What follows belongs to an exercise in optimizing a design on an open flow for a short achievable clock period and few clock cycles per item; a production flow would make more cautious choices. RTL that was checked went through simulation tests only; none was proved equivalent to the original. Function not checked in run 4: the RTL went through the layout flow alone. No activity file was given, so power comes from the tool's default toggle rates.

File: design/flow/config.mk
export PLATFORM = sky130hd
export DESIGN_NAME = exe
export DESIGN_NICKNAME = exe
export VERILOG_FILES = /design/flow/design.v
export SDC_FILE = /design/flow/constraint.sdc
export NUM_CORES = 8
export LEC_CHECK = 0
export CAP_MARGIN = 20
export CORE_MARGIN = 2
export CORE_UTILIZATION = 40
export SETUP_SLACK_MARGIN = 5
export SLEW_MARGIN = 20
File: design/flow/constraint.sdc
create_clock -name core_clock -period 8.5 [get_ports {clk}]
set_input_delay 1.7000 -clock core_clock [delete_from_list [all_inputs] [get_ports {clk}]]
set_output_delay 1.7000 -clock core_clock [all_outputs]
set_load 0.01 [all_outputs]
File: design/flow/design.v
`timescale 1ns / 1ps
module alu(a, b, sh, sh_reg, op_add, op_sub, op_slt, op_sltu, op_and, op_or, op_xor, op_nor,
           op_sll, op_srl, op_sra, y);
input  [31:0] a, b;
input  [4:0]  sh;
input         sh_reg;
input         op_add, op_sub, op_slt, op_sltu, op_and, op_or, op_xor, op_nor;
input         op_sll, op_srl, op_sra;
output [31:0] y;
wire [31:0] sum  = a + b;
wire [32:0] diff = {1'b0, a} - {1'b0, b};
wire        ltu  = diff[32];
wire        lt   = (a[31] ^ b[31]) ? a[31] : diff[31];
wire [4:0]  amt  = sh_reg ? a[4:0] : sh;
wire        big  = sh_reg & (|a[31:5]);
wire [31:0] sll  = big ? 32'h0 : (b << amt);
wire [31:0] srl  = big ? 32'h0 : (b >> amt);
wire signed [31:0] sb = b;
wire [31:0] sra_r = sb >>> amt;
wire [31:0] sra  = big ? {32{b[31]}} : sra_r;
assign y = ({32{op_add}}  & sum)
         | ({32{op_sub}}  & diff[31:0])
         | ({32{op_slt}}  & {31'h0, lt})
         | ({32{op_sltu}} & {31'h0, ltu})
         | ({32{op_and}}  & (a & b))
         | ({32{op_or}}   & (a | b))
         | ({32{op_xor}}  & (a ^ b))
         | ({32{op_nor}}  & ~(a | b))
         | ({32{op_sll}}  & sll)
         | ({32{op_srl}}  & srl)
         | ({32{op_sra}}  & sra);
endmodule
`timescale 1ns / 1ps
module decode(instr, b_imm, imm, wr, dst, ld, st, beq, bne, ble, bgt, jmp,
              op_add, op_sub, op_slt, op_sltu, op_and, op_or, op_xor, op_nor,
              op_sll, op_srl, op_sra, sh_reg);
input  [31:0] instr;
output reg        b_imm;      
output reg [31:0] imm;        
output reg        wr;         
output reg [4:0]  dst;        
output reg        ld, st, beq, bne, ble, bgt, jmp;
output reg        op_add, op_sub, op_slt, op_sltu, op_and, op_or, op_xor, op_nor;
output reg        op_sll, op_srl, op_sra, sh_reg;
wire [5:0] opc = instr[31:26];
wire [5:0] fn  = instr[5:0];
always @(*) begin
  b_imm = 1'b0; imm = {{16{instr[15]}}, instr[15:0]};
  wr = 1'b0; dst = instr[20:16];
  ld = 1'b0; st = 1'b0; beq = 1'b0; bne = 1'b0; ble = 1'b0; bgt = 1'b0; jmp = 1'b0;
  op_add = 1'b0; op_sub = 1'b0; op_slt = 1'b0; op_sltu = 1'b0;
  op_and = 1'b0; op_or = 1'b0; op_xor = 1'b0; op_nor = 1'b0;
  op_sll = 1'b0; op_srl = 1'b0; op_sra = 1'b0;
  sh_reg = (instr[10:6] == 5'd0);
  case (opc)
    6'b000000: begin
      wr = 1'b1; dst = instr[15:11];
      case (fn)
        6'b100010: op_sub = 1'b1;
        6'b101010: op_slt = 1'b1;
        6'b101011: op_sltu = 1'b1;
        6'b100100: op_and = 1'b1;
        6'b100101: op_or = 1'b1;
        6'b100111: op_nor = 1'b1;
        6'b100110: op_xor = 1'b1;
        6'b000000: op_sll = 1'b1;
        6'b000010: op_srl = 1'b1;
        6'b000011: op_sra = 1'b1;
        default:   op_add = 1'b1;
      endcase
    end
    6'b001000: begin wr = 1'b1; b_imm = 1'b1; op_add = 1'b1; end
    6'b001100: begin wr = 1'b1; b_imm = 1'b1; op_and = 1'b1; imm = {16'h0, instr[15:0]}; end
    6'b001101: begin wr = 1'b1; b_imm = 1'b1; op_or  = 1'b1; imm = {16'h0, instr[15:0]}; end
    6'b001110: begin wr = 1'b1; b_imm = 1'b1; op_xor = 1'b1; imm = {16'h0, instr[15:0]}; end
    6'b001010: begin wr = 1'b1; b_imm = 1'b1; op_slt = 1'b1; end
    6'b001011: begin wr = 1'b1; b_imm = 1'b1; op_sltu = 1'b1; imm = {16'h0, instr[15:0]}; end
    6'b100011: begin wr = 1'b1; b_imm = 1'b1; ld = 1'b1; end
    6'b101011: begin b_imm = 1'b1; st = 1'b1; end
    6'b000100: beq = 1'b1;
    6'b000101: bne = 1'b1;
    6'b000110: ble = 1'b1;
    6'b000111: bgt = 1'b1;
    6'b000010: jmp = 1'b1;
    default: ;
  endcase
end
endmodule
`timescale 1ns / 1ps
module exe(clk,rst,o_p,instr,retire,imem_addr,imem_data,dmem_addr,dmem_wdata,dmem_we,dmem_re,dmem_rdata);
input clk;
input rst;
output [31:0] instr;
output retire;
output reg [31:0] o_p;
output [31:0] imem_addr;
input [31:0] imem_data;
output [31:0] dmem_addr;
output [31:0] dmem_wdata;
output dmem_we;
output dmem_re;
input [31:0] dmem_rdata;
reg [31:0] rf [1:31];
reg [29:0] pc_f;
assign imem_addr = {pc_f, 2'b00};
wire [31:0] fi = imem_data;
wire [4:0]  f_rs = fi[25:21];
wire [4:0]  f_rt = fi[20:16];
wire        d_b_imm, d_wr, d_ld, d_st, d_beq, d_bne, d_ble, d_bgt, d_jmp;
wire [31:0] d_imm;
wire [4:0]  d_dst;
wire        d_add, d_sub, d_slt, d_sltu, d_and, d_or, d_xor, d_nor, d_sll, d_srl, d_sra, d_shr;
decode dec(.instr(fi), .b_imm(d_b_imm), .imm(d_imm), .wr(d_wr), .dst(d_dst),
           .ld(d_ld), .st(d_st), .beq(d_beq), .bne(d_bne), .ble(d_ble), .bgt(d_bgt), .jmp(d_jmp),
           .op_add(d_add), .op_sub(d_sub), .op_slt(d_slt), .op_sltu(d_sltu),
           .op_and(d_and), .op_or(d_or), .op_xor(d_xor), .op_nor(d_nor),
           .op_sll(d_sll), .op_srl(d_srl), .op_sra(d_sra), .sh_reg(d_shr));
reg         ld_m, st_m, opw_m, rfw_m, v_m;
reg  [4:0]  dst_m;
reg  [31:0] res_m, addr_m, ir_m;
wire [31:0] m_res = ld_m ? dmem_rdata : res_m;
reg         v_x, rfw_x, opw_x, ld_x, st_x, beq_x, bne_x, ble_x, bgt_x, jmp_x;
reg  [4:0]  dst_x;
reg  [31:0] ir_x, a_x, b_x, t_x;
reg         fa, fb, ft;
reg         add_x, sub_x, slt_x, sltu_x, and_x, or_x, xor_x, nor_x, sll_x, srl_x, sra_x, shr_x;
wire [31:0] rf_a = (f_rs == 5'd0) ? 32'h0 : rf[f_rs];
wire [31:0] rf_t = (f_rt == 5'd0) ? 32'h0 : rf[f_rt];
wire        fwd_ma = rfw_m & (dst_m == f_rs);
wire        fwd_mt = rfw_m & (dst_m == f_rt);
wire [31:0] f_a = fwd_ma ? m_res : rf_a;
wire [31:0] f_t = fwd_mt ? m_res : rf_t;
wire        f_rfw = d_wr & (d_dst != 5'd0);
always @(posedge clk) begin
  ir_x <= fi;
  a_x  <= f_a;
  t_x  <= f_t;
  b_x  <= d_b_imm ? d_imm : f_t;
  dst_x <= d_dst;
  fa <= rfw_x & (dst_x == f_rs);
  ft <= rfw_x & (dst_x == f_rt);
  fb <= rfw_x & (dst_x == f_rt) & ~d_b_imm;
  add_x <= d_add; sub_x <= d_sub; slt_x <= d_slt; sltu_x <= d_sltu;
  and_x <= d_and; or_x <= d_or; xor_x <= d_xor; nor_x <= d_nor;
  sll_x <= d_sll; srl_x <= d_srl; sra_x <= d_sra; shr_x <= d_shr;
  if (rst) begin
    v_x <= 1'b0; rfw_x <= 1'b0; opw_x <= 1'b0; ld_x <= 1'b0; st_x <= 1'b0;
    beq_x <= 1'b0; bne_x <= 1'b0; ble_x <= 1'b0; bgt_x <= 1'b0; jmp_x <= 1'b0;
  end else begin
    v_x <= 1'b1; rfw_x <= f_rfw; opw_x <= d_wr | d_st; ld_x <= d_ld; st_x <= d_st;
    beq_x <= d_beq; bne_x <= d_bne; ble_x <= d_ble; bgt_x <= d_bgt; jmp_x <= d_jmp;
  end
end
wire [31:0] xa = fa ? m_res : a_x;
wire [31:0] xb = fb ? m_res : b_x;
wire [31:0] xt = ft ? m_res : t_x;
wire [31:0] alu_y;
alu g1(.a(xa), .b(xb), .sh(ir_x[10:6]), .sh_reg(shr_x),
       .op_add(add_x), .op_sub(sub_x), .op_slt(slt_x), .op_sltu(sltu_x),
       .op_and(and_x), .op_or(or_x), .op_xor(xor_x), .op_nor(nor_x),
       .op_sll(sll_x), .op_srl(srl_x), .op_sra(sra_x), .y(alu_y));
wire [31:0] x_addr = xa + xb;
wire eq  = (xa == xt);
wire lts = $signed(xa) < $signed(xt);
wire taken = (beq_x & eq) | (bne_x & ~eq) | (ble_x & (lts | eq)) | (bgt_x & ~(lts | eq));
wire [29:0] pc_seq = pc_f + 30'd1;
wire [29:0] pc_br  = pc_f + {{14{ir_x[15]}}, ir_x[15:0]};
wire [29:0] pc_j   = {pc_f[29:26], ir_x[25:0]};
always @(posedge clk) begin
  if (rst) pc_f <= 30'd0;
  else if (jmp_x) pc_f <= pc_j;
  else if (taken) pc_f <= pc_br;
  else pc_f <= pc_seq;
end
always @(posedge clk) begin
  ir_m   <= ir_x;
  dst_m  <= dst_x;
  addr_m <= x_addr;
  res_m  <= st_x ? xt : alu_y;
  if (rst) begin
    v_m <= 1'b0; ld_m <= 1'b0; st_m <= 1'b0; opw_m <= 1'b0; rfw_m <= 1'b0;
  end else begin
    v_m <= v_x; ld_m <= ld_x; st_m <= st_x; opw_m <= opw_x; rfw_m <= rfw_x;
  end
end
assign dmem_addr  = addr_m;
assign dmem_wdata = res_m;
assign dmem_we    = st_m;
assign dmem_re    = ld_m;
assign instr      = ir_m;
assign retire     = v_m & ~rst;
always @(posedge clk) begin
  if (rst) o_p <= 32'h0;
  else if (opw_m) o_p <= m_res;
end
always @(posedge clk) begin
  if (rfw_m & ~rst) rf[dst_m] <= m_res;
end
endmodule
File: design/flow/run.sh
#!/bin/bash
# synth_recipe.tcl (not shown) runs the flow's synth.tcl, then flattens the netlist and writes it again
# the make line also repeats each setting of config.mk as NAME=value (left out here)
make -C /OpenROAD-flow-scripts/flow DESIGN_CONFIG=/design/flow/config.mk WORK_HOME=/design/flow/orfs CLKGATE_MAP_FILE= SYNTH_SCRIPT=/design/flow/synth_recipe.tcl finish
==> impl_metrics.sql, run 1 <==
INSERT INTO impl_metrics (metric_group, metric, value, unit) VALUES
('cts', 'cts_buffer_depth', '3', ''),
('critical_path', 'critical_path.endpoint_type', 'flop', ''),
('global_routing', 'first_global_vias', '49240', ''),
('global_routing', 'grt_pass1_wl', '371.6', 'mm'),
('detailed_routing', 'drt_first_iter_violations', '6432', ''),
('critical_path', 'critical_path.reg2reg.endpoint', 'pc_f[29]$_SDFFE_PP0N_', ''),
('synth', 'synth_xor_xnor_area_share', '1.184', '%'),
('sta', 'setup_viol_count_final', '0', ''),
('final_layout', 'layout-drive-gt1-share', '33.00', '%'),
('global_routing', 'grt_max_degree', '72', ''),
('synth', 'synth_common_cells', 'edfxtp_1 (992), mux4_2 (478), nor2_1 (401)', ''),
('detailed_routing', 'num_vias', '50500', ''),
('synth', 'syn-mean-instance-area', '13.51', 'um2'),
('critical_path', 'cp-startpoint', 'dmem_rdata[30]', ''),
('critical_path', 'crit_type', 'input port to flop', ''),
('critical_path', 'crit_cells', '28', ''),
('die', 'core_area', '169300', 'um2'),
('synth', 'synthAdderAreaFrac', '3.004', '%'),
('critical_path', 'cp_max_fo', '13', ''),
('synth', 'postSynthRegisterBits', '1318', ''),
('cts', 'tritoncts_buffer_count', '143', ''),
('placement', 'routabilityCongestion', '0.9927', ''),
('sta', 'achievable-frequency', '0.1562', 'GHz'),
('die', 'die_h', '416.5', 'um'),
('cts', 'path_clk_slew', '60', 'ps'),
('synth', 'synth.distinct_cells', '95', ''),
('detailed_routing', 'avgViaCountPerCell', '6.386', ''),
('die', 'fp.dieArea', '173500', 'um2'),
('synth', 'netlist_area', '68050', 'um2'),
('critical_path', 'worstSetupStartpointType', 'input port', ''),
('job', 'max_cap_viol_count', '0', ''),
('sta', 'worst_pin_slew', '1090', 'ps'),
('critical_path', 'critical_path.most_common_cell', 'buf_4', ''),
('global_routing', 'globalRoute.totalOverflow', '0', ''),
('critical_path', 'critical-path-slowest-cell', 'or4_4', ''),
('detailed_routing', 'firstDrtPassIters', '6', ''),
('cts', 'clock-root-buffer', 'clkbuf_16', ''),
('run_status', 'run_status', 'complete, no violations', ''),
('final_layout', 'fin_nets', '5796', ''),
('placement', 'hpwl_detailed', '160.2', 'mm'),
('synth', 'number_of_synthesized_flops_with_an_enable_pin', '992', ''),
('critical_path', 'timing.rr.start', 'ld_m$_SDFF_PP0_', ''),
('detailed_routing', 'postRouteWirelength', '267.9', 'mm'),
('detailed_routing', 'postRouteAntennaNets', '0', ''),
('cts', 'clock_latency', '820', 'ps'),
('sta', 'timing.final.crit_share', '75.34', '%'),
('die', 'dieWidth', '416.5', 'um'),
('cts', 'htreeDepth', '4', ''),
('detailed_routing', 'detail_route.drc_violations', '0', ''),
('sta', 'fin_hold_ws', '324.3', 'ps'),
('synth', 'synth_compound_area_share', '9.783', '%'),
('global_routing', 'grt_util_all_layers', '30.05', '%'),
('placement', 'place_inst', '7279', ''),
('pwr', 'power-per-cell-area', '203.8', 'nW/um2'),
('sta', 'maxSlewViolCount', '0', ''),
('pwr', 'p_total', '0.01745', 'W'),
('critical_path', 'critical_path.endpoint', 'pc_f[29]$_SDFFE_PP0N_', ''),
('synth', 'synth_top_flop_cell', 'edfxtp_1', ''),
('sta', 'fin_crit', '6404', 'ps'),
('sta', 'slew-limit-headroom', '27.31', '%'),
('cts', 'tritoncts', 'done', ''),
('cts', 'cts_hold_buffers', '0', ''),
('final_layout', 'fin_cells', '7908', ''),
('pwr', 'vdd_ir_drop_max', '0.1779', 'mV'),
('synth', 'synthMostInstantiatedCell', 'edfxtp_1', ''),
('sta', 'finalHoldViolations', '0', ''),
('synth', 'synth_warnings', '2', ''),
('synth', 'ys_top_cells_by_area', 'edfxtp_1 (44%), mux4_2 (16%), dfxtp_1 (9.6%)', ''),
('critical_path', 'required_time_at_the_worst_slack_endpoint', '9220', 'ps'),
('die', 'floorplan.initialDensity', '40.20', '%'),
('cts', 'cts_sinks', '1318', '');
==> final cells by class <==
cell class / instances / area (um2) / area share, %
multi-input combinational: 3210 / 33570 / 39.21
tap: 2218 / 2775 / 3.241
timing repair buffer: 747 / 7667 / 8.954
antenna: 5 / 12.51 / 0.01461
inverter: 149 / 574.3 / 0.6707
clock buffer: 184 / 3879 / 4.529
clock inverter: 77 / 777.0 / 0.9074
sequential: 1318 / 36370 / 42.48
==> sequential cells by signal (all words and copies together), names as in the netlist, 5 cells and up <==
| register | count |
|---|---|
| ir_x | 32 |
| b_x | 32 |
| pc_f | 30 |
| res_m | 32 |
| a_x | 32 |
| addr_m | 32 |
| dst_m | 5 |
| ir_m | 32 |
| t_x | 32 |
| o_p | 32 |
| dst_x | 5 |
| rf | 992 |
==> stage by stage <==
step / setup slack, ps / utilization, % / instance area, um2
CTS: 2338 / 49.80 / 84300
global route: 1908 / 50.58 / 85620
detailed placement: 199.5 / 43.67 / 73920
global placement: 85.62 / 43.61 / 73830
finish: 2096 / 50.59 / 85630
floorplan: 1935 / - / 69500
==> worst register-to-register path, stage by stage, from the launching register on <==
cell and delay (ps):
dfxtp_4 390, buf_12 170, buf_4 270, mux2i_4 500
a21o_1 220, inv_2 60, ha_4 250, a21oi_2 140
nand2_1 100, a22o_1 220, o41a_1 330, or3_4 410
and3_4 180, a211o_1 270, buf_6 160, and3_1 200
ha_4 310, nand2_1 90, nor2_2 150, buf_4 180
o311ai_2 110, a21oi_1 180, o211ai_1 160, o211ai_1 250
a31oi_1 130, o21a_1 150, or4_4 480, a21oi_2 120
==> power breakdown <==
part	switching [W]	internal [W]
logic	0.00228	0.00167
registers	0.000100	0.00713
clock network	0.00267	0.00361
total	0.00505	0.0124
==> kinds of logic after synthesis <==
| family | Yosys count |
|---|---|
| AOI/OAI and AO/OA | 1017 |
| xor gates and xnor gates | 92 |
| adders and majority gates | 161 |
| buffers and inverters | 515 |
| DFF | 1318 |
| muxes | 935 |
| other | 1 |
| and+or+nand+nor | 1000 |
==> cell usage in the layout, fill, tap and decap left out, types with 78 or more instances in the layout <==
cell type        instances
edfxtp_1               992
mux4_2                 478
mux2i_1                364
nor2_1                 359
buf_4                  356
dfxtp_1                298
nand2_1                268
a21oi_1                205
clkbuf_16              152
clkdlybuf4s50_1        124
inv_1                  111
buf_6                  108
ha_1                    89
o21ai_0                 78
==> per-layer routing <==
metal  global-route usage, %  part of all wire, %  vias to the layer above
met2                   49.22                   48                     2808
met4                   15.14                  5.9                        4
met3                   5.171                  8.4                      680
met1                   38.50                   38                    26110
li1                        -                    -                    20890
met5                       0                0.010                        -
==> worst min-delay path by stage <==
stage,from,to,slack (ps)
after CTS,ir_x[26]$_DFF_P_,ir_m[26]$_DFF_P_,320
after detailed placement,ir_x[26]$_DFF_P_,ir_m[26]$_DFF_P_,310
after global routing,ir_x[26]$_DFF_P_,ir_m[26]$_DFF_P_,330
after global placement,ir_x[28]$_DFF_P_,ir_m[28]$_DFF_P_,310
after floorplan,ir_x[26]$_DFF_P_,ir_m[26]$_DFF_P_,310
final,ir_x[26]$_DFF_P_,ir_m[26]$_DFF_P_,320
==> timing repair <==
action | in CTS | in global routing
pin swaps | 191 | 108
buffers inserted | 274 | 61
gates cloned | 23 | 5
gates resized for setup | 769 | 171
setup endpoints to repair | 382 | 147
Testbench counts, summed over its fixed seeds: cycles 33,927, instrs 33,735.
==> run 2: changes to the inputs <==
--- a/design/flow/config.mk
+++ b/design/flow/config.mk
@@ -7,2 +7,3 @@
 export LEC_CHECK = 0
+export ABC_CLOCK_PERIOD_IN_PS = 2500
 export CAP_MARGIN = 20
==> run 2 against run 1 <==
Hold slack stayed put. Core utilization stayed put. Largest power group unchanged. Synthesized cell count unchanged. Final area unchanged. Largest cell class unchanged. Still clean on timing, DRC and antenna. Combinational power is essentially flat. Critical path depth is the same. First-iteration DRC count unchanged.
==> impl_metrics.sql, run 2 <==
INSERT INTO impl_metrics (metric_group, metric, value, unit) VALUES
('detailed_routing', 'postRouteAntennaNets', '0', ''),
('synth', 'number_of_synthesized_flops_with_an_enable_pin', '992', ''),
('detailed_routing', 'post_drt_wl_per_cell', '33.88', 'um'),
('synth', 'post-synth-top-area-fraction', '43.77', '%'),
('synth', 'sequential_share_of_the_synthesized_area', '53.36', '%'),
('critical_path', 'required_time_at_the_worst_slack_endpoint', '9220', 'ps'),
('sta', 'fin_hold_ws', '324.3', 'ps'),
('cts', 'clock_latency', '820', 'ps'),
('die', 'row_count', '151', ''),
('global_routing', 'first_global_vias', '49240', ''),
('critical_path', 'worstSetupStartpointType', 'input port', ''),
('detailed_routing', 'num_vias', '50500', ''),
('synth', 'synthesized_instance_count', '5039', ''),
('cts', 'path_clk_slew', '60', 'ps'),
('placement', 'hpwl_detailed', '160.2', 'mm'),
('cts', 'cts_hold_buffers', '0', ''),
('synth', 'synth_top_flop_cell', 'edfxtp_1', ''),
('synth', 'synth.distinct_cells', '95', ''),
('die', 'die_h', '416.5', 'um'),
('final_layout', 'fin_cells', '7908', ''),
('final_layout', 'postLayoutCellArea', '85630', 'um2'),
('critical_path', 'critical_path.max_stage_delay', '480', 'ps'),
('sta', 'final.setup.tns', '0', 'ps'),
('final_layout', 'fin_util', '50.59', '%'),
('critical_path', 'critical_path_arrival', '7120', 'ps'),
('cts', 'cts_sinks', '1318', ''),
('synth', 'synth_warnings', '2', ''),
('sta', 'worst_pin_slew', '1090', 'ps'),
('cts', 'clock-root-buffer', 'clkbuf_16', ''),
('global_routing', 'grt_max_degree', '72', ''),
('placement', 'routabilityCongestion', '0.9927', ''),
('placement', 'place_inst', '7279', ''),
('die', 'fp.dieArea', '173500', 'um2'),
('final_layout', 'multiInputGateArea', '33570', 'um2'),
('critical_path', 'cp_max_fo', '13', ''),
('cts', 'htreeDepth', '4', ''),
('synth', 'syn-mean-instance-area', '13.51', 'um2'),
('pwr', 'power-per-cell-area', '203.8', 'nW/um2'),
('cts', 'cts_buffer_depth', '3', ''),
('critical_path', 'worst_path_dominant_cell_family', 'compound AO/OA/AOI/OAI gates', ''),
('placement', 'placement_cell_area', '73920', 'um2'),
('sta', 'maxSlewViolCount', '0', ''),
('final_layout', 'regMostFlops', 'rf', ''),
('synth', 'synthDominantAreaCellType', 'edfxtp_1', ''),
('synth', 'synth_common_cells', 'edfxtp_1 (992), mux4_2 (478), nor2_1 (401)', ''),
('synth', 'ys_top_cells_by_area', 'edfxtp_1 (44%), mux4_2 (16%), dfxtp_1 (9.6%)', ''),
('detailed_routing', 'detail_route.drc_violations', '0', ''),
('die', 'core_area', '169300', 'um2'),
('critical_path', 'critical-path-slowest-cell', 'or4_4', ''),
('synth', 'postSynthRegisterBits', '1318', ''),
('cts', 'tritoncts', 'done', ''),
('hold_path', 'hp-class', 'flop to flop', ''),
('synth', 'post_synthesis_async_set_or_reset_flop_share', '0', '%'),
('sta', 'fin_skew', '39.18', 'ps'),
('final_layout', 'most_common_cell_after_layout_fill_and_taps_aside', 'edfxtp_1', ''),
('final_layout', 'filler_cell_count', '14220', ''),
('sta', 'achievable-frequency', '0.1562', 'GHz'),
('sta', 'setup_viol_count_final', '0', ''),
('cts', 'tritoncts_buffer_count', '143', ''),
('pwr', 'vdd_ir_drop_max', '0.1779', 'mV'),
('global_routing', 'globalRoute.totalOverflow', '0', ''),
('die', 'floorplan.initialDensity', '40.20', '%'),
('final_layout', 'final_cell_mix', 'edfxtp_1 (992), mux4_2 (478), mux2i_1 (364)', ''),
('critical_path', 'critical_path.endpoint_type', 'flop', ''),
('die', 'floorplan.io_pins', '229', ''),
('global_routing', 'grt_util_all_layers', '30.05', '%'),
('global_routing', 'grt_pass1_wl', '371.6', 'mm'),
('sta', 'fin_crit', '6404', 'ps'),
('final_layout', 'seqCellArea', '36370', 'um2'),
('final_layout', 'layout-drive-gt1-share', '33.00', '%'),
('job', 'max_cap_viol_count', '0', ''),
('synth', 'synthMostInstantiatedCell', 'edfxtp_1', ''),
('global_routing', 'number_of_antenna_violations_at_the_first_check_in_global_routing', '14', ''),
('pwr', 'leakage', '30.81', 'nW'),
('detailed_routing', 'avgViaCountPerCell', '6.386', ''),
('final_layout', 'layout-area-overhead-vs-synth', '25.83', '%'),
('final_layout', 'largest_register_ffs', '992', ''),
('critical_path', 'r2r_setup_slack', '2240', 'ps'),
('final_layout', 'fin_nets', '5796', ''),
('synth', 'netlist_area', '68050', 'um2'),
('run_status', 'run_status', 'complete, no violations', ''),
('detailed_routing', 'drt_first_iter_violations', '6432', ''),
('placement', 'placement.io_buffers', '226', ''),
('detailed_routing', 'firstDrtPassIters', '6', ''),
('critical_path', 'crit_type', 'input port to flop', ''),
('critical_path', 'critical_path.most_common_cell', 'buf_4', ''),
('die', 'dieWidth', '416.5', 'um'),
('sta', 'rsz_0062_raised_after_global_routing', 'yes', ''),
('sta', 'timing.final.crit_share', '75.34', '%'),
('critical_path', 'worst-path-buf-inv', '6', ''),
('detailed_routing', 'postRouteWirelength', '267.9', 'mm'),
('sta', 'slew-limit-headroom', '27.31', '%'),
('sta', 'finalHoldViolations', '0', '');
-- run 2: power by group --
part / switching (W) / internal, W / total, W
clock network: 0.00267 / 0.00361 / 0.00628
registers: 0.000100 / 0.00713 / 0.00723
logic: 0.00228 / 0.00167 / 0.00395
-- run 2: path summary, 6_finish.rpt --
path | start | end | cells after the start
worst max-delay path | dmem_rdata[30] | pc_f[29]$_SDFFE_PP0N_ | 28
worst min register to register | ir_x[26]$_DFF_P_ | ir_m[26]$_DFF_P_ | 0
worst min-delay path | ir_x[26]$_DFF_P_ | ir_m[26]$_DFF_P_ | 0
worst max register to register | ld_m$_SDFF_PP0_ | pc_f[29]$_SDFFE_PP0N_ | 27
-- run 2: cell families (layout without fill, tap and decap cells) --
logic type | Yosys count | after routing | share of synthesized area, %
flops | 1318 | 1318 | 53.36
other cells | 1 | 7 | 0.005510
fa+ha+maj | 161 | 161 | 3.004
buf+inv | 515 | 1157 | 3.100
xor+xnor | 92 | 92 | 1.184
compound gates | 1017 | 1018 | 9.783
mux | 935 | 936 | 23.00
simple gates | 1000 | 1001 | 6.564
-- run 2: timing repair --
| item | CTS | global route |
|---|---|---|
| resized for setup | 769 | 171 |
| buffers inserted | 274 | 61 |
| endpoints found under the hold margin | 0 | 0 |
| endpoints found under the setup margin | 382 | 147 |
| pin swaps | 191 | 108 |
| cloned | 23 | 5 |
-- run 2: cell type report --
class	instances	area share, %
flip-flops and latches	1318	42.48
multi-input cells	3210	39.21
repair buffers	747	8.954
clock buffers	184	4.529
well taps	2218	3.241
clock inverters	77	0.9074
inverters	149	0.6707
diodes	5	0.01461
-- run 2: metal layers --
layer / part of all wire [%] / GRT usage [%]
met5: 0.010 / 0
met3: 8.4 / 5.171
met4: 5.9 / 15.14
met1: 38 / 38.50
met2: 48 / 49.22
-- run 2: metrics by stage --
step | power, W | worst slack (ps)
after global routing | 0.01794 | 1908
after global placement | 0.01041 | 85.62
after CTS | 0.01725 | 2338
after detailed placement | 0.01041 | 199.5
final | 0.01745 | 2096
after floorplan | 0.009241 | 1935
==> run 3: changes to the inputs <==
--- a/design/flow/config.mk
+++ b/design/flow/config.mk
@@ -7,3 +7,2 @@
 export LEC_CHECK = 0
-export ABC_CLOCK_PERIOD_IN_PS = 2500
 export CAP_MARGIN = 20
@@ -11,3 +10,3 @@
 export CORE_UTILIZATION = 40
-export SETUP_SLACK_MARGIN = 5
+export SETUP_SLACK_MARGIN = 2.0
 export SLEW_MARGIN = 20
==> run 3 against run 2 <==
Setup slack improved by 18 ps. Sequential share of layout area rose by 2.9 points. Flip-flop and latch count did not move. Largest power group unchanged. Largest cell class unchanged. Cell count fell by 2.6%.
==> impl_metrics.sql, run 3 <==
INSERT INTO impl_metrics (metric_group, metric, value, unit) VALUES
('final_layout', 'largest_register_ffs', '992', ''),
('detailed_routing', 'postRouteAntennaNets', '0', ''),
('global_routing', 'grt_pass1_wl', '349.3', 'mm'),
('sta', 'rsz_0062_raised_after_global_routing', 'yes', ''),
('global_routing', 'globalRoute.totalOverflow', '0', ''),
('placement', 'hpwl_detailed', '162.6', 'mm'),
('critical_path', 'cp_max_fo', '4', ''),
('detailed_routing', 'firstDrtPassIters', '7', ''),
('sta', 'worst_pin_slew', '1101', 'ps'),
('die', 'row_count', '151', ''),
('final_layout', 'regMostFlops', 'rf', ''),
('synth', 'post_synthesis_async_set_or_reset_flop_share', '0', '%'),
('sta', 'setup_viol_count_final', '0', ''),
('die', 'floorplan.initialDensity', '40.20', '%'),
('critical_path', 'worst_path_dominant_cell_family', 'compound AO/OA/AOI/OAI gates', ''),
('run_status', 'run_status', 'complete, no violations', ''),
('sta', 'fin_skew', '44.65', 'ps'),
('pwr', 'power-per-cell-area', '207.7', 'nW/um2'),
('critical_path', 'critical_path_arrival', '7130', 'ps'),
('cts', 'path_clk_slew', '60', 'ps'),
('synth', 'synth_common_cells', 'edfxtp_1 (992), mux4_2 (478), nor2_1 (401)', ''),
('final_layout', 'layout-area-overhead-vs-synth', '17.64', '%'),
('cts', 'cts_buffer_depth', '3', ''),
('synth', 'synth.mux.area_fraction', '23.00', '%'),
('cts', 'tritoncts', 'done', ''),
('synth', 'netlist_area', '68050', 'um2'),
('synth', 'synth_warnings', '2', ''),
('die', 'floorplan.io_pins', '229', ''),
('detailed_routing', 'avgViaCountPerCell', '6.307', ''),
('sta', 'finalHoldViolations', '0', ''),
('placement', 'post-place-ws', '660.0', 'ps'),
('die', 'core_area', '169300', 'um2'),
('synth', 'synth_top_flop_cell', 'edfxtp_1', ''),
('sta', 'fin_crit', '6386', 'ps'),
('synth', 'synthesized_instance_count', '5039', ''),
('die', 'fp.dieArea', '173500', 'um2'),
('detailed_routing', 'drt_first_iter_violations', '5808', ''),
('synth', 'synthSimpleGateAreaFrac', '6.564', '%'),
('sta', 'fin_hold_ws', '326.7', 'ps'),
('synth', 'postSynthRegisterBits', '1318', ''),
('critical_path', 'critical_path.max_stage_delay', '510', 'ps'),
('sta', 'final.setup.tns', '0', 'ps'),
('placement', 'routabilityCongestion', '1.012', ''),
('detailed_routing', 'postRouteWirelength', '248.3', 'mm'),
('final_layout', 'fin_nets', '5590', ''),
('critical_path', 'worst-path-buf-inv', '2', ''),
('hold_path', 'hp-class', 'flop to flop', ''),
('synth', 'synthDominantAreaCellType', 'edfxtp_1', ''),
('synth', 'synthMostInstantiatedCell', 'edfxtp_1', ''),
('sta', 'final.setup.worst_slack', '2114', 'ps'),
('cts', 'cts_hold_buffers', '0', ''),
('sta', 'timing.final.crit_share', '75.13', '%'),
('placement', 'placement.io_buffers', '226', ''),
('synth', 'syn-mean-instance-area', '13.51', 'um2'),
('synth', 'number_of_synthesized_flops_with_an_enable_pin', '992', ''),
('die', 'dieWidth', '416.5', 'um'),
('cts', 'clock_latency', '840', 'ps'),
('synth', 'synth.distinct_cells', '95', ''),
('synth', 'synth_compound_area_share', '9.783', '%'),
('critical_path', 'crit_type', 'input port to flop', ''),
('cts', 'clock-root-buffer', 'clkbuf_16', ''),
('pwr', 'vdd_ir_drop_max', '0.2016', 'mV'),
('critical_path', 'critical_path.endpoint_type', 'flop', ''),
('final_layout', 'final_cell_mix', 'edfxtp_1 (992), mux4_2 (478), mux2i_1 (386)', ''),
('synth', 'combinational_family_with_the_most_area_after_synthesis', 'multiplexers', ''),
('synth', 'synth_xor_xnor_area_share', '1.184', '%'),
('synth', 'post-synth-top-area-fraction', '43.77', '%'),
('global_routing', 'number_of_antenna_violations_at_the_first_check_in_global_routing', '14', ''),
('global_routing', 'grt_max_degree', '123', ''),
('final_layout', 'layout-drive-gt1-share', '23.90', '%'),
('synth', 'ys_top_cells_by_area', 'edfxtp_1 (44%), mux4_2 (16%), dfxtp_1 (9.6%)', ''),
('final_layout', 'multiInputGateArea', '30910', 'um2'),
('job', 'max_cap_viol_count', '0', ''),
('sta', 'maxSlewViolCount', '0', ''),
('pwr', 'leakage', '28.59', 'nW'),
('sta', 'achievable-frequency', '0.1566', 'GHz'),
('synth', 'sequential_share_of_the_synthesized_area', '53.36', '%'),
('global_routing', 'grt_util_all_layers', '28.00', '%'),
('critical_path', 'critical-path-slowest-cell', 'or4_1', ''),
('critical_path', 'worstSetupStartpointType', 'input port', ''),
('sta', 'slew-limit-headroom', '26.31', '%'),
('critical_path', 'required_time_at_the_worst_slack_endpoint', '9240', 'ps'),
('cts', 'htreeDepth', '4', ''),
('final_layout', 'most_common_cell_after_layout_fill_and_taps_aside', 'edfxtp_1', ''),
('final_layout', 'filler_cell_count', '14670', ''),
('detailed_routing', 'detail_route.drc_violations', '0', ''),
('synth', 'synthAdderAreaFrac', '3.004', '%'),
('cts', 'cts_sinks', '1318', ''),
('detailed_routing', 'post_drt_wl_per_cell', '32.23', 'um'),
('final_layout', 'seqCellArea', '36330', 'um2'),
('die', 'die_h', '416.5', 'um'),
('global_routing', 'first_global_vias', '46950', ''),
('cts', 'tritoncts_buffer_count', '141', ''),
('detailed_routing', 'num_vias', '48580', '');
## run 3: cell counts after synthesis
No cell type changed its count.
## run 3: metal layers
metal	global-route usage (%)	wire [um]	up-vias
li1	-	-	20480
met1	36.27	95730	25000
met2	45.86	118900	2552
met3	5.108	20830	550
met4	12.62	12810	6
met5	0	41	-
## run 3: layout make-up
type / count / share of cell area, %
clock inverters: 80 / 0.9158
flip-flops and latches: 1318 / 45.38
inverters: 149 / 0.6986
clock buffers: 177 / 4.756
diodes: 7 / 0.02188
multi-input cells: 3207 / 38.61
repair buffers: 546 / 6.156
well taps: 2218 / 3.466
## run 3: worst reg2reg max path: stages (launching register included)
cell and delay, ps:
dfxtp_1 870, mux2i_1 210, buf_4 260, a21o_1 230
inv_2 80, ha_4 200, and4_4 200, a221oi_2 250
o21ai_1 90, buf_4 190, or3_4 400, and3_4 190
a211o_1 290, and2_4 160, nand2b_4 70, ha_4 130
inv_2 30, fa_2 330, nor2b_1 120, o21ai_1 90
a21boi_1 210, o211ai_1 180, a21oi_2 190, o21ai_2 100
a2111oi_4 380, o21ai_1 140, or4_1 510, nand3_1 80
## run 3: path summary, 6_finish.rpt
kind / depth (start not counted) / start / end / slack (ps)
min: 0 / ir_x[28]$_DFF_P_ / ir_m[28]$_DFF_P_ / 330
max reg2reg: 27 / res_m[31]$_DFF_P_ / pc_f[28]$_SDFFE_PP0N_ / 2270
max: 27 / dmem_rdata[11] / pc_f[28]$_SDFFE_PP0N_ / 2110
min reg2reg: 0 / ir_x[28]$_DFF_P_ / ir_m[28]$_DFF_P_ / 330
## run 3: cell families (layout without fill, tap and decap cells)
| group | after synthesis | in the layout |
|---|---|---|
| AO/OA/AOI/OAI | 1017 | 1017 |
| XOR/XNOR | 92 | 92 |
| AND/OR/NAND/NOR | 1000 | 1000 |
| multiplexers | 935 | 935 |
| adder cells (fa/ha/maj) | 161 | 161 |
| other | 1 | 9 |
| flip-flops | 1318 | 1318 |
| buffers and inverters | 515 | 952 |
## run 3: power by group
| group | leakage (nW) | total (W) | switching, W | internal [W] |
|---|---|---|---|---|
| Clock | 2.22 | 0.00615 | 0.00268 | 0.00347 |
| Sequential | 11.8 | 0.00723 | 0.000100 | 0.00713 |
| Combinational | 14.6 | 0.00325 | 0.00198 | 0.00126 |
| Total | 28.6 | 0.0166 | 0.00476 | 0.0119 |
## run 3: repair_timing
action,in CTS,in global routing
setup endpoints to repair,16,20
buffers inserted,61,56
gates resized for setup,98,160
pin swaps,30,46
## run 3: through the flow
step                utilization, %  std cells  instance area (um2)  power (W)
floorplan                        -       5040                68170   0.009115
global placement             43.48       7319                73610    0.01037
detailed placement           43.49       7320                73630    0.01036
CTS                          46.68       7638                79020    0.01653
global route                 47.29       7698                80050    0.01713
finish                       47.29       7702                80060    0.01663
==> run 4: changes to the inputs <==
--- a/design/flow/design.v
+++ b/design/flow/design.v
@@ -103,3 +103,6 @@
 reg [31:0] rf [1:31];
-reg [29:0] pc_f;
+reg [29:0] pc_seq, pc_br;
+reg [25:0] pc_j;
+reg        sel_br, sel_j;
+wire [29:0] pc_f = sel_br ? pc_br : sel_j ? {pc_seq[29:26], pc_j} : pc_seq;
 assign imem_addr = {pc_f, 2'b00};
@@ -124,3 +127,3 @@
 reg  [31:0] ir_x, a_x, b_x, t_x;
-reg         fa, fb, ft;
+reg         fa_r, fa_l, fb_r, fb_l, ft_r, ft_l;
 reg         add_x, sub_x, slt_x, sltu_x, and_x, or_x, xor_x, nor_x, sll_x, srl_x, sra_x, shr_x;
@@ -133,2 +136,4 @@
 wire        f_rfw = d_wr & (d_dst != 5'd0);
+wire        hit_a = rfw_x & (dst_x == f_rs);
+wire        hit_t = rfw_x & (dst_x == f_rt);
 always @(posedge clk) begin
@@ -139,5 +144,8 @@
   dst_x <= d_dst;
-  fa <= rfw_x & (dst_x == f_rs);
-  ft <= rfw_x & (dst_x == f_rt);
-  fb <= rfw_x & (dst_x == f_rt) & ~d_b_imm;
+  fa_r <= hit_a & ~ld_x;
+  fa_l <= hit_a & ld_x;
+  ft_r <= hit_t & ~ld_x;
+  ft_l <= hit_t & ld_x;
+  fb_r <= hit_t & ~ld_x & ~d_b_imm;
+  fb_l <= hit_t & ld_x & ~d_b_imm;
   add_x <= d_add; sub_x <= d_sub; slt_x <= d_slt; sltu_x <= d_sltu;
@@ -153,5 +161,8 @@
 end
-wire [31:0] xa = fa ? m_res : a_x;
-wire [31:0] xb = fb ? m_res : b_x;
-wire [31:0] xt = ft ? m_res : t_x;
+wire [31:0] xa_r = fa_r ? res_m : a_x;
+wire [31:0] xb_r = fb_r ? res_m : b_x;
+wire [31:0] xt_r = ft_r ? res_m : t_x;
+wire [31:0] xa = fa_l ? dmem_rdata : xa_r;
+wire [31:0] xb = fb_l ? dmem_rdata : xb_r;
+wire [31:0] xt = ft_l ? dmem_rdata : xt_r;
 wire [31:0] alu_y;
@@ -165,10 +176,10 @@
 wire taken = (beq_x & eq) | (bne_x & ~eq) | (ble_x & (lts | eq)) | (bgt_x & ~(lts | eq));
-wire [29:0] pc_seq = pc_f + 30'd1;
-wire [29:0] pc_br  = pc_f + {{14{ir_x[15]}}, ir_x[15:0]};
-wire [29:0] pc_j   = {pc_f[29:26], ir_x[25:0]};
-always @(posedge clk) begin
-  if (rst) pc_f <= 30'd0;
-  else if (jmp_x) pc_f <= pc_j;
-  else if (taken) pc_f <= pc_br;
-  else pc_f <= pc_seq;
+always @(posedge clk) begin
+  pc_br <= pc_f + {{14{ir_x[15]}}, ir_x[15:0]};
+  pc_j  <= ir_x[25:0];
+  if (rst) begin
+    pc_seq <= 30'd0; sel_br <= 1'b0; sel_j <= 1'b0;
+  end else begin
+    pc_seq <= pc_f + 30'd1; sel_br <= taken; sel_j <= jmp_x;
+  end
 end
@@ -191,8 +202,9 @@
 assign retire     = v_m & ~rst;
+wire [31:0] wb = ld_m ? dmem_rdata : res_m;
 always @(posedge clk) begin
   if (rst) o_p <= 32'h0;
-  else if (opw_m) o_p <= m_res;
-end
-always @(posedge clk) begin
-  if (rfw_m & ~rst) rf[dst_m] <= m_res;
+  else if (opw_m) o_p <= wb;
+end
+always @(posedge clk) begin
+  if (rfw_m & ~rst) rf[dst_m] <= wb;
 end
==> design/flow/flow/run.sh (new file) <==
#!/bin/bash
# Own layout flow: the ORFS flow with these changes:
#  - synthesis leaves adders to ABC (no fixed full/half-adder cells) and gives ABC a tight
#    delay target; registers are the same as in the standard synthesis;
#  - port buffers are plain buffers, and the resizer may swap any cell footprint;
# Each tool's output is kept in the ORFS log folder (orfs/logs) and in make_*.log here.
set -euo pipefail
W=$PWD
source "$W/flow/knobs.sh"
make -C "$FLOW_HOME" DESIGN_CONFIG="$W/config.mk" WORK_HOME="$W/orfs" CLKGATE_MAP_FILE= \
  SYNTH_SCRIPT="$W/synth_recipe.tcl" "${KNOBS[@]}" finish > "$W/make_finish.log" 2>&1
R="$W/orfs/results/$FLOW_PLATFORM/exe/base"
: # left out here: write the final layout as DEF
==> design/flow/flow/knobs.sh (new file) <==
KNOBS=(
  ADDER_MAP_FILE=
  MATCH_CELL_FOOTPRINT=0
  "BUFFER_PORTS_ARGS=-buffer_cell sky130_fd_sc_hd__buf_4"
)
==> design/flow/standard.sh (new file) <==
#!/bin/bash
# synth_recipe.tcl (not shown) runs the flow's synth.tcl, then flattens the netlist and writes it again
# the make line also repeats each setting of config.mk as NAME=value (left out here)
make -C /OpenROAD-flow-scripts/flow DESIGN_CONFIG=/design/flow/config.mk WORK_HOME=/design/flow/orfs CLKGATE_MAP_FILE= SYNTH_SCRIPT=/design/flow/synth_recipe.tcl "${@:-finish}"
--- a/design/flow/config.mk
+++ b/design/flow/config.mk
@@ -7,2 +7,3 @@
 export LEC_CHECK = 0
+export ABC_CLOCK_PERIOD_IN_PS = 2000
 export CAP_MARGIN = 20
@@ -10,3 +11,3 @@
 export CORE_UTILIZATION = 40
-export SETUP_SLACK_MARGIN = 2.0
+export SETUP_SLACK_MARGIN = 4.9
 export SLEW_MARGIN = 20
removed: design/flow/run.sh
==> run 4 against run 3 <==
Core utilization up 2.9 points. Sequential share of layout area down 2.9 points. Synthesized cell count up 6.6%. Sequential power up 5.8%. First-iteration DRC count up 20%. Critical path depth down 10. Global-route usage up 2.0 points. Total power up 9.3%.
==> impl_metrics.sql, run 4 <==
INSERT INTO impl_metrics (metric_group, metric, value, unit) VALUES
('run_status', 'run_status', 'complete, no violations', ''),
('final_layout', 'largest_register_ffs', '992', ''),
('cts', 'tritoncts_buffer_count', '148', ''),
('critical_path', 'worstSetupStartpointType', 'input port', ''),
('sta', 'rsz_0062_raised_after_global_routing', 'yes', ''),
('cts', 'tritoncts', 'done', ''),
('job', 'max_cap_viol_count', '0', ''),
('detailed_routing', 'postRouteAntennaNets', '0', ''),
('hold_path', 'hp-class', 'flop to flop', ''),
('synth', 'synthMostInstantiatedCell', 'edfxtp_1', ''),
('synth', 'syn-mean-instance-area', '12.97', 'um2'),
('die', 'dieWidth', '421.2', 'um'),
('synth', 'synth_top_flop_cell', 'edfxtp_1', ''),
('detailed_routing', 'postRouteWirelength', '276.4', 'mm'),
('sta', 'final.setup.tns', '0', 'ps'),
('critical_path', 'critical_path.endpoint_type', 'flop', ''),
('final_layout', 'final_cell_mix', 'edfxtp_1 (992), buf_4 (555), mux4_2 (479)', ''),
('critical_path', 'critical_path.max_stage_delay', '420', 'ps'),
('placement', 'hpwl_detailed', '167.8', 'mm'),
('synth', 'post-synth-top-area-fraction', '42.78', '%'),
('pwr', 'power-per-cell-area', '208.6', 'nW/um2'),
('cts', 'path_clk_slew', '70', 'ps'),
('global_routing', 'grt_pass1_wl', '383.6', 'mm'),
('global_routing', 'globalRoute.totalOverflow', '0', ''),
('sta', 'fin_crit', '4027', 'ps'),
('critical_path', 'critical_path.most_common_cell', 'buf_6', ''),
('sta', 'slew-limit-headroom', '18.09', '%'),
('critical_path', 'cp-startpoint', 'dmem_rdata[0]', ''),
('global_routing', 'grt_max_degree', '101', ''),
('final_layout', 'layout-area-overhead-vs-synth', '25.11', '%'),
('die', 'row_count', '153', ''),
('synth', 'ys_top_cells_by_area', 'edfxtp_1 (43%), mux4_2 (15%), dfxtp_1 (10%)', ''),
('critical_path', 'crit_type', 'input port to flop', ''),
('pwr', 'leakage', '30.14', 'nW');
-- run 4: cell types whose count changed in the layout (fill, tap and decap cells not counted), moves of 57 or more --
| cell | delta |
|---|---|
| buf_4 | +257 |
| clkdlybuf4s50_1 | -183 |
| ha_1 | -127 |
| buf_6 | +121 |
| nand2_1 | +76 |
| inv_1 | -73 |
| xnor2_1 | +57 |
-- run 4: what timing repair did --
| action | in CTS | in global routing |
|---|---|---|
| setup buffers | 286 | 98 |
| pin swaps | 153 | 154 |
| gates resized for setup | 621 | 270 |
| cloned | 29 | 9 |
| endpoints found under the setup margin | 565 | 199 |
-- run 4: power breakdown --
| part | switching [W] | leakage, nW | internal, W | total [W] |
|---|---|---|---|---|
| logic | 0.00243 | 15.7 | 0.00160 | 0.00402 |
| clock network | 0.00280 | 2.36 | 0.00371 | 0.00650 |
| registers | 0.000182 | 12.1 | 0.00746 | 0.00765 |
| total | 0.00540 | 30.1 | 0.0128 | 0.0182 |
-- run 4: through the flow --
| step | util (%) | power [W] | setup WS [ps] |
|---|---|---|---|
| 2_1_floorplan | - | 0.009683 | 4230 |
| 3_3_place_gp | 42.97 | 0.01096 | 2347 |
| 3_5_place_dp | 42.97 | 0.01095 | 2307 |
| 4_1_cts | 49.00 | 0.01792 | 4559 |
| 6_report | 50.23 | 0.01817 | 4473 |
| 5_1_grt | 50.23 | 0.01867 | 4392 |
-- run 4: kinds of logic after synthesis --
group / Yosys count / share of synthesized area [%]
other cells: 1 / 0.005385
compound gates: 1174 / 10.89
mux: 947 / 22.38
fa+ha+maj: 53 / 0.7780
simple gates: 1174 / 7.444
flops: 1353 / 53.15
buf+inv: 475 / 2.855
xor+xnor: 194 / 2.494
-- run 4: final timing paths --
| kind | endpoint | slack (ps) | cells after the start |
|---|---|---|---|
| max | res_m[30]$_DFF_P_ | 4470 | 17 |
| min | pc_j[16]$_DFF_P_ | 320 | 0 |
| max reg2reg | res_m[30]$_DFF_P_ | 4500 | 18 |
| min reg2reg | pc_j[16]$_DFF_P_ | 320 | 0 |
-- run 4: worst register-to-register path: stages, from the launching register on --
cell and delay [ps]:
dfxtp_4 390, buf_4 130, buf_12 170, mux2i_2 350
o21a_4 230, a21oi_4 50, a211oi_4 360, a2111oi_2 70
or3_4 420, o41ai_4 370, buf_6 190, o21ba_4 260
buf_6 150, buf_6 90, o211ai_1 110, o2111ai_2 130
and3_4 230, o21ai_2 60, a22oi_1 150
-- run 4: cell type report --
cell class,count,area share [%]
Sequential cell,1353,42.52
Multi-Input combinational cell,3551,39.41
Timing Repair Buffer,781,8.821
Clock buffer,194,4.667
Tap cell,2325,3.339
Clock inverter,76,0.9047
Inverter,72,0.3231
Antenna cell,3,0.008617
-- run 4: per-layer routing --
| layer | up-vias | track usage, % | part of all wire [%] |
|---|---|---|---|
| met5 | - | 0 | 0.014 |
| met4 | 6 | 17.10 | 6.8 |
| met3 | 767 | 5.974 | 8.6 |
| met2 | 3048 | 47.65 | 47 |
| met1 | 27460 | 38.22 | 38 |
| li1 | 22140 | - | - |

==> what the ideal ports hide <==
The flow's constraints put no driver on any port. The routed layouts listed below were extracted and timed again, unchanged, in two steps.
Step 1, drivers: a clkbuf_16 drives clk and a buf_2 each remaining input, both assumed.
Step 2, shift: input delay + t, output delay - t, t = (earliest + latest rising clock arrival at the registers) / 2. This alone moves slack from input paths to output paths.
Three values: no drivers, after step 1, after step 2; two values: the first two.
| run | t, ns | setup slack, ns | clock arrival spread, ns | cell pins on the clock port's net |
|---|---|---|---|---|
| run 1 | 0.891 | 2.096 / 2.155 / 1.264 | 0.039 / 0.039 | 1 |
| run 2 | 0.891 | 2.096 / 2.155 / 1.264 | 0.039 / 0.039 | 1 |
| run 3 | 0.903 | 2.114 / 2.181 / 1.277 | 0.046 / 0.047 | 1 |
| run 4 | 0.889 | 4.473 / 4.498 / 3.608 | 0.038 / 0.037 | 1 |
After both steps every run listed still meets setup and hold. For run 4, which loses most, drivers alone change the setup slack by +0.025 ns; drivers and shift together by -0.865 ns.
